Source: an optimization exercise on an open RTL-to-GDS flow (aim: small area and a short achievable clock period). Production flows keep margins and buffers that such runs may drop. Function was checked by simulation only, so behaviour that the tests miss may differ from the original. Power is estimated from default activity; no workload was simulated.

==> v20 <==
==> flow/design.v (excerpt) <==
module myCPU (
    input         cpu_rst,
    input         cpu_clk,
    output [31:0] pc,
    input  [31:0] instruction,
    output [31:0] perip_addr,
    output        perip_wen,
    output [1:0]  perip_mask,
    output [31:0] perip_wdata,
    input  [31:0] perip_rdata
);
    wire rst = cpu_rst;
    wire clk = cpu_clk;
    reg  [31:0] PC;
    reg  [31:0] fI;          
    reg         fSF;         
    reg  [31:0] xD1, xD2;    
    reg  [31:0] xT;          
    reg  [4:0]  xRD;
    reg         xRDEN, xEN1, xEN2, xSF;
    reg         xSelf1, xSelf2;  
    reg         xImm, xSubA, xAlt, xBr, xJal, xJalr, xSelT, xSelL;
    reg  [2:0]  xF3;
    reg  [4:0]  xMOP;
    reg         dep1ex, dep1mem, dep2ex, dep2mem;
    reg  [31:0] mR, mDW;
    reg  [4:0]  mRD;
    reg         mWB, mSF;
    reg  [4:0]  mMOP;
    reg  [31:0] wR;
    reg  [4:0]  wRD;
    reg         wWB, wE1;
    reg  [31:0] RF [1:31];
    reg  [31:1] V;
    wire [31:0] ins = fSF ? 32'h00000013 : fI;
    wire [6:0] op  = ins[6:0];
    wire [2:0] f3  = ins[14:12];
    wire [4:0] rd  = ins[11:7];
    wire [4:0] rs1 = ins[19:15];
    wire [4:0] rs2 = ins[24:20];
    wire is_r     = (op == 7'b0110011);
    wire is_ialu  = (op == 7'b0010011);
    wire is_load  = (op == 7'b0000011);
    wire is_jalr  = (op == 7'b1100111);
    wire is_store = (op == 7'b0100011);
    wire is_br    = (op == 7'b1100011);
    wire is_lui   = (op == 7'b0110111);
    wire is_auipc = (op == 7'b0010111);
    wire is_jal   = (op == 7'b1101111);
    wire is_i     = is_ialu | is_load | is_jalr;
  ...
==> flow/config.mk <==
export PLATFORM = sky130hd
export DESIGN_NAME = myCPU
export DESIGN_NICKNAME = myCPU
export VERILOG_FILES = /design/flow/design.v
export SDC_FILE = /design/flow/constraint.sdc
export NUM_CORES = 4
export LEC_CHECK = 0
export CAP_MARGIN = 20
export CORE_MARGIN = 2
export CORE_UTILIZATION = 40
export SLEW_MARGIN = 20
==> flow/constraint.sdc <==
create_clock -name core_clock -period 13.0 [get_ports {cpu_clk}]
set_input_delay 2.6000 -clock core_clock [delete_from_list [all_inputs] [get_ports {cpu_clk}]]
set_output_delay 2.6000 -clock core_clock [all_outputs]
set_load 0.01 [all_outputs]
run.sh (not shown) runs the stock make flow with config.mk's settings and CLKGATE_MAP_FILE= SYNTH_SCRIPT=/design/flow/synth_recipe.tcl, a recipe that flattens the netlist after the stock synthesis.
==> v7 (differences from v20) <==
--- a/flow/design.v
+++ b/flow/design.v
@@ -14,19 +14,21 @@
     reg  [31:0] PC;
     reg  [31:0] fI;          
     reg         fSF;         
     reg  [31:0] xD1, xD2;    
     reg  [31:0] xT;          
     reg  [4:0]  xRD;
-    reg         xRDEN, xEN1, xEN2, xSF;
+    reg         xRDEN, xSF, xBub;
     reg         xSelf1, xSelf2;  
     reg         xImm, xSubA, xAlt, xBr, xJal, xJalr, xSelT, xSelL;
     reg  [2:0]  xF3;
     reg  [4:0]  xMOP;
     reg         dep1ex, dep1mem, dep2ex, dep2mem;
-    reg  [31:0] mR, mDW;
+    reg  [31:0] mR;          
+    reg  [31:0] mDW;         
+    reg  [3:0]  mLS;         
     reg  [4:0]  mRD;
     reg         mWB, mSF;
     reg  [4:0]  mMOP;
     reg  [31:0] wR;
     reg  [4:0]  wRD;
     reg         wWB, wE1;
@@ -87,16 +89,15 @@
         end
     end
     wire [31:0] fwd1 = dep1ex ? mR : dep1mem ? wR : xD1;
     wire [31:0] fwd2 = dep2ex ? mR : dep2mem ? wR : xD2;
     wire [31:0] a = fwd1;
     wire [31:0] b = xImm ? xT : fwd2;
-    wire [32:0] sum33 = {1'b0, a} + {1'b0, (xSubA ? ~b : b)} + {32'b0, xSubA};
-    wire [31:0] sum = sum33[31:0];
-    wire ltu = !sum33[32];
-    wire lt  = (a[31] ^ b[31]) ? a[31] : sum[31];
+    wire [31:0] sum = a + (xSubA ? ~b : b) + {31'b0, xSubA};
+    wire ltu = (a < b);
+    wire lt  = ($signed(a) < $signed(b));
     wire eq  = (a == b);
     wire [4:0] sh = b[4:0];
     wire sh_left = (xF3 == 3'b001);
     reg  [31:0] a_rev, shr_rev;
     integer n;
     always @(*) for (n = 0; n < 32; n = n + 1) a_rev[n] = a[31-n];
@@ -128,127 +129,135 @@
             3'b101: cond = !lt;
             3'b110: cond = ltu;
             3'b111: cond = !ltu;
             default: cond = 1'b0;
         endcase
     end
-    wire taken = xJal | (xBr & cond);
     wire [31:0] jx = a ^ xT ^ pcm4;
     wire [31:0] jk = (a & xT) | ((a ^ xT) & ~pcm4);
     wire jalr_same = (jx == {jk[30:0], 1'b0});
-    wire flush = !xSF && (xJalr ? !jalr_same : (taken && (xT != pcm4)));
+    wire ne_t = (xT != pcm4);
+    wire flush = !xSF && ((xJalr && !jalr_same) || (xJal && ne_t) || (xBr && ne_t && cond));
     wire stall = !xSF && mMOP[4] && (dep1ex || dep2ex);
     wire [31:0] cpc = xJalr ? sum : xT;
+    wire [4:0] e_mop = xBub ? 5'b0 : xMOP;
+    wire [1:0] e_alo = (e_mop[4] | e_mop[3]) ? sum[1:0] : 2'b00;
+    wire [31:0] e_dw = e_mop[3] ? fwd2 : 32'b0;
+    reg  [3:0]  e_ls;
+    reg  [31:0] e_dwl;
+    always @(*) begin
+        case (e_mop[2:0])
+            3'b000: begin
+                e_ls = 4'b0001 << e_alo;
+                e_dwl = {4{e_dw[7:0]}};
+            end
+            3'b001: begin
+                e_ls = e_alo[1] ? 4'b1100 : 4'b0011;
+                e_dwl = {2{e_dw[15:0]}};
+            end
+            3'b010: begin
+                e_ls = 4'b1111;
+                e_dwl = e_dw;
+            end
+            default: begin
+                e_ls = 4'b0000;
+                e_dwl = e_dw;
+            end
+        endcase
+    end
+    wire e_rden = xRDEN && !xBub;
     always @(posedge clk) begin
         if (rst) PC <= 32'b0;
-        else if (!stall) PC <= flush ? cpc : PC + 32'd4;
+        else if (flush && !stall) PC <= cpc;
+        else if (!stall) PC <= PC + 32'd4;
     end
     always @(posedge clk) begin
         if (rst) fSF <= 1'b1;
         else fSF <= flush;
         if (!stall) fI <= instruction;
     end
-    wire [4:0] rdx = xRD;
-    always @(posedge clk) begin
-        if (rst || flush) begin
-            xRD <= 5'b0;
-            xRDEN <= 1'b0; xEN1 <= 1'b0; xEN2 <= 1'b0;
-            xSelf1 <= 1'b0; xSelf2 <= 1'b0;
-            xImm <= 1'b1; xSubA <= 1'b0; xAlt <= 1'b0; xF3 <= 3'b000;
-            xBr <= 1'b0; xJal <= 1'b0; xJalr <= 1'b0; xSelT <= 1'b0; xSelL <= 1'b0;
-            xMOP <= 5'b0;
-        end else if (!stall) begin
+    always @(posedge clk) begin
+        if (!stall) begin
+            xD1 <= d_d1;
+            xD2 <= d_d2;
+            xT <= d_t;
             xRD <= rd;
-            xRDEN <= d_rden; xEN1 <= d_en1; xEN2 <= d_en2;
+            xRDEN <= d_rden;
             xSelf1 <= (rs1 == rd) && d_en1 && d_rden;
             xSelf2 <= (rs2 == rd) && d_en2 && d_rden;
             xImm <= is_i | is_store;
-            xSubA <= (is_r & (f3 == 3'b000) & ins[30]) | ((is_r | is_ialu) & (f3[2:1] == 2'b01)) | is_br;
+            xSubA <= is_r & (f3 == 3'b000) & ins[30];
             xAlt <= ins[30];
             xF3 <= (is_r | is_ialu | is_br) ? f3 : 3'b000;
             xBr <= is_br; xJal <= is_jal; xJalr <= is_jalr;
             xSelT <= is_u; xSelL <= is_jal | is_jalr;
             xMOP <= {is_load, is_store, d_mop};
         end
-        if (rst) xSF <= 1'b1;
-        else xSF <= fSF | flush;
-    end
-    always @(posedge clk) begin
-        if (rst || flush) begin
-            dep1ex <= 1'b0; dep1mem <= 1'b0; dep2ex <= 1'b0; dep2mem <= 1'b0;
-        end else if (stall) begin
+        if (rst) begin
+            xSF <= 1'b1; xBub <= 1'b1;
+        end else begin
+            xSF <= fSF | flush;
+            xBub <= flush | (stall & xBub);
+        end
+    end
+    always @(posedge clk) begin
+        if (stall) begin
             dep1ex <= xSelf1;
             dep2ex <= xSelf2;
             dep1mem <= dep1ex;
             dep2mem <= dep2ex;
         end else begin
-            dep1ex <= (rs1 == xRD) && d_en1 && xRDEN;
-            dep2ex <= (rs2 == xRD) && d_en2 && xRDEN;
+            dep1ex <= (rs1 == xRD) && d_en1 && e_rden;
+            dep2ex <= (rs2 == xRD) && d_en2 && e_rden;
             dep1mem <= (rs1 == mRD) && d_en1 && mWB;
             dep2mem <= (rs2 == mRD) && d_en2 && mWB;
         end
     end
     always @(posedge clk) begin
-        if (!stall) begin
-            xD1 <= d_d1;
-            xD2 <= d_d2;
-            xT <= d_t;
-        end
-    end
-    always @(posedge clk) begin
         mR <= exres;
         mRD <= xRD;
+        mDW[31:8] <= e_dwl[31:8];
         if (rst) begin
-            mWB <= 1'b0; mSF <= 1'b1; mMOP <= 5'b0; mDW <= 32'b0;
-        end else begin
-            mWB <= xRDEN; mSF <= xSF | stall; mMOP <= xMOP;
-            mDW <= xMOP[3] ? fwd2 : 32'b0;
+            mWB <= 1'b0; mSF <= 1'b1; mMOP <= 5'b0; mLS <= 4'b0001; mDW[7:0] <= 8'b0;
+        end else begin
+            mWB <= e_rden; mSF <= xSF | stall; mMOP <= e_mop; mLS <= e_ls; mDW[7:0] <= e_dwl[7:0];
         end
     end
     wire is_mem = mMOP[4] | mMOP[3];
-    wire [31:0] addr = is_mem ? mR : 32'b0;
     wire [2:0] mop = mMOP[2:0];
+    wire [1:0] alo = mR[1:0];
     reg [31:0] ld;
     always @(*) begin
         case (mop)
-            3'b000: case (addr[1:0])
+            3'b000: case (alo)
                 2'b00: ld = {{24{perip_rdata[7]}},  perip_rdata[7:0]};
                 2'b01: ld = {{24{perip_rdata[15]}}, perip_rdata[15:8]};
                 2'b10: ld = {{24{perip_rdata[23]}}, perip_rdata[23:16]};
                 default: ld = {{24{perip_rdata[31]}}, perip_rdata[31:24]};
             endcase
-            3'b001: ld = addr[1] ? {{16{perip_rdata[31]}}, perip_rdata[31:16]} : {{16{perip_rdata[15]}}, perip_rdata[15:0]};
-            3'b100: case (addr[1:0])
+            3'b001: ld = alo[1] ? {{16{perip_rdata[31]}}, perip_rdata[31:16]} : {{16{perip_rdata[15]}}, perip_rdata[15:0]};
+            3'b100: case (alo)
                 2'b00: ld = {24'b0, perip_rdata[7:0]};
                 2'b01: ld = {24'b0, perip_rdata[15:8]};
                 2'b10: ld = {24'b0, perip_rdata[23:16]};
                 default: ld = {24'b0, perip_rdata[31:24]};
             endcase
-            3'b101: ld = addr[1] ? {16'b0, perip_rdata[31:16]} : {16'b0, perip_rdata[15:0]};
+            3'b101: ld = alo[1] ? {16'b0, perip_rdata[31:16]} : {16'b0, perip_rdata[15:0]};
             default: ld = perip_rdata;
         endcase
     end
-    reg [31:0] wd;
-    always @(*) begin
-        case (mop)
-            3'b000: case (addr[1:0])
-                2'b00: wd = {perip_rdata[31:8], mDW[7:0]};
-                2'b01: wd = {perip_rdata[31:16], mDW[7:0], perip_rdata[7:0]};
-                2'b10: wd = {perip_rdata[31:24], mDW[7:0], perip_rdata[15:0]};
-                default: wd = {mDW[7:0], perip_rdata[23:0]};
-            endcase
-            3'b001: wd = addr[1] ? {mDW[15:0], perip_rdata[15:0]} : {perip_rdata[31:16], mDW[15:0]};
-            3'b010: wd = mDW;
-            default: wd = perip_rdata;
-        endcase
-    end
+    genvar L;
+    generate
+        for (L = 0; L < 4; L = L + 1) begin : lane
+            assign perip_wdata[8*L+7:8*L] = mLS[L] ? mDW[8*L+7:8*L] : perip_rdata[8*L+7:8*L];
+        end
+    endgenerate
     assign pc = PC;
-    assign perip_addr = addr;
+    assign perip_addr = is_mem ? mR : 32'b0;
     assign perip_wen = mMOP[3];
     assign perip_mask = {mop[1], mop[1] | mop[0]};
-    assign perip_wdata = wd;
     always @(posedge clk) begin
         wR <= mMOP[4] ? ld : mR;
         wRD <= mRD;
         if (rst) begin
             wWB <= 1'b0; wE1 <= 1'b0;
         end else begin
==> flow/flow/run.sh (new file) <==
#!/bin/bash
# Standard synthesis, then the standard layout with two changes: the port
# buffers are plain buffers (buf_2) instead of delay cells, and timing repair
# aims for extra setup slack so the design reaches a shorter period than the
# 13 ns clock asks for.
set -euo pipefail
bash standard.sh synth > synth.log 2>&1
bash standard.sh SETUP_SLACK_MARGIN=7.3 "BUFFER_PORTS_ARGS=-buffer_cell sky130_fd_sc_hd__buf_2" finish > layout.log 2>&1
==> flow/standard.sh (new file) <==
#!/bin/bash
# synth_recipe.tcl (not shown) runs the flow's synth.tcl, then flattens the netlist and writes it again
# the make line also repeats each setting of config.mk as NAME=value (left out here)
make -C /OpenROAD-flow-scripts/flow DESIGN_CONFIG=/design/flow/config.mk WORK_HOME=/design/flow/orfs CLKGATE_MAP_FILE= SYNTH_SCRIPT=/design/flow/synth_recipe.tcl "${@:-finish}"
removed: flow/run.sh
==> summary.txt <==
|  | v20 | v7 |
|---|---|---|
| Run status | timing/DRC/antenna clean | timing/DRC/antenna clean |
| Clock power share | 0.428 | 0.433 |
| Start of the worst register-to-register path | dep2ex | xF3[0] |
| Final instance count without filler cells | 8570 | 8637 |
| Die ar. | 0.1762 mm^2 | 0.1793 mm^2 |
| Total number of cells along the worst setup path | 19 | 3 |
| Mean Syn Cell Area | 11.34 um^2 | 11.49 um^2 |
| Clock network share of area | 0.06146 | 0.06130 |
| Met2 layer usage reported by global route | 0.5826 | 0.5878 |
| Fraction of the cycle the final worst path needs | 0.5598 | 0.4442 |
| Post-synthesis share of cell area spent on full adders, half adders and majority gates | 0.03507 | 0.03997 |
| Total number of vias | 61590 | 62720 |
| Pin count of the biggest net entering global routing | 80 | 73 |
| Seq Cell Count | 1327 | 1332 |
| Distinct cell type count of the synthesized netlist | 92 | 97 |
| Timing-limited maximum frequency | 137.4 MHz | 173.2 MHz |
| Count of placed standard cells including taps | 8297 | 8335 |
| FF-to-FF setup slack | 5.72 ns | 7.31 ns |
| Post-Synthesis Cell Area | 0.06914 mm^2 | 0.07036 mm^2 |
| Die span in y | 419.8 um | 423.4 um |

[re-timing with driven ports]
The results above use ideal ports. As a check the final layouts listed here were re-extracted and re-timed, cells and wires unchanged. Step 1 (the two cells are an assumption about what drives the block):
set clk [get_ports {cpu_clk}]
set_driving_cell -lib_cell sky130_fd_sc_hd__clkbuf_16 $clk
set_driving_cell -lib_cell sky130_fd_sc_hd__buf_2 [delete_from_list [all_inputs] $clk]
Step 2, shift: input delay + t, output delay - t, t = (earliest + latest rising clock arrival at the registers) / 2. This alone moves slack from input paths to output paths. Three values: no drivers, after step 1, after step 2; two values: the first two.
run	t (ns)	slack for setup (ns)	hold slack, ns	clock arrival spread, ns	worst slew at a driven data input, ns
v20	0.885	5.723 / 5.723 / 5.723	0.434 / 0.434 / 0.434	0.082 / 0.081	0.07
v7	0.895	7.225 / 7.107 / 7.107	0.402 / 0.402 / 0.402	0.058 / 0.057	0.22
After both steps every run listed still meets setup and hold. The setup slack of v7, which loses most, moves by -0.118 ns with the drivers and by -0.118 ns with both steps.
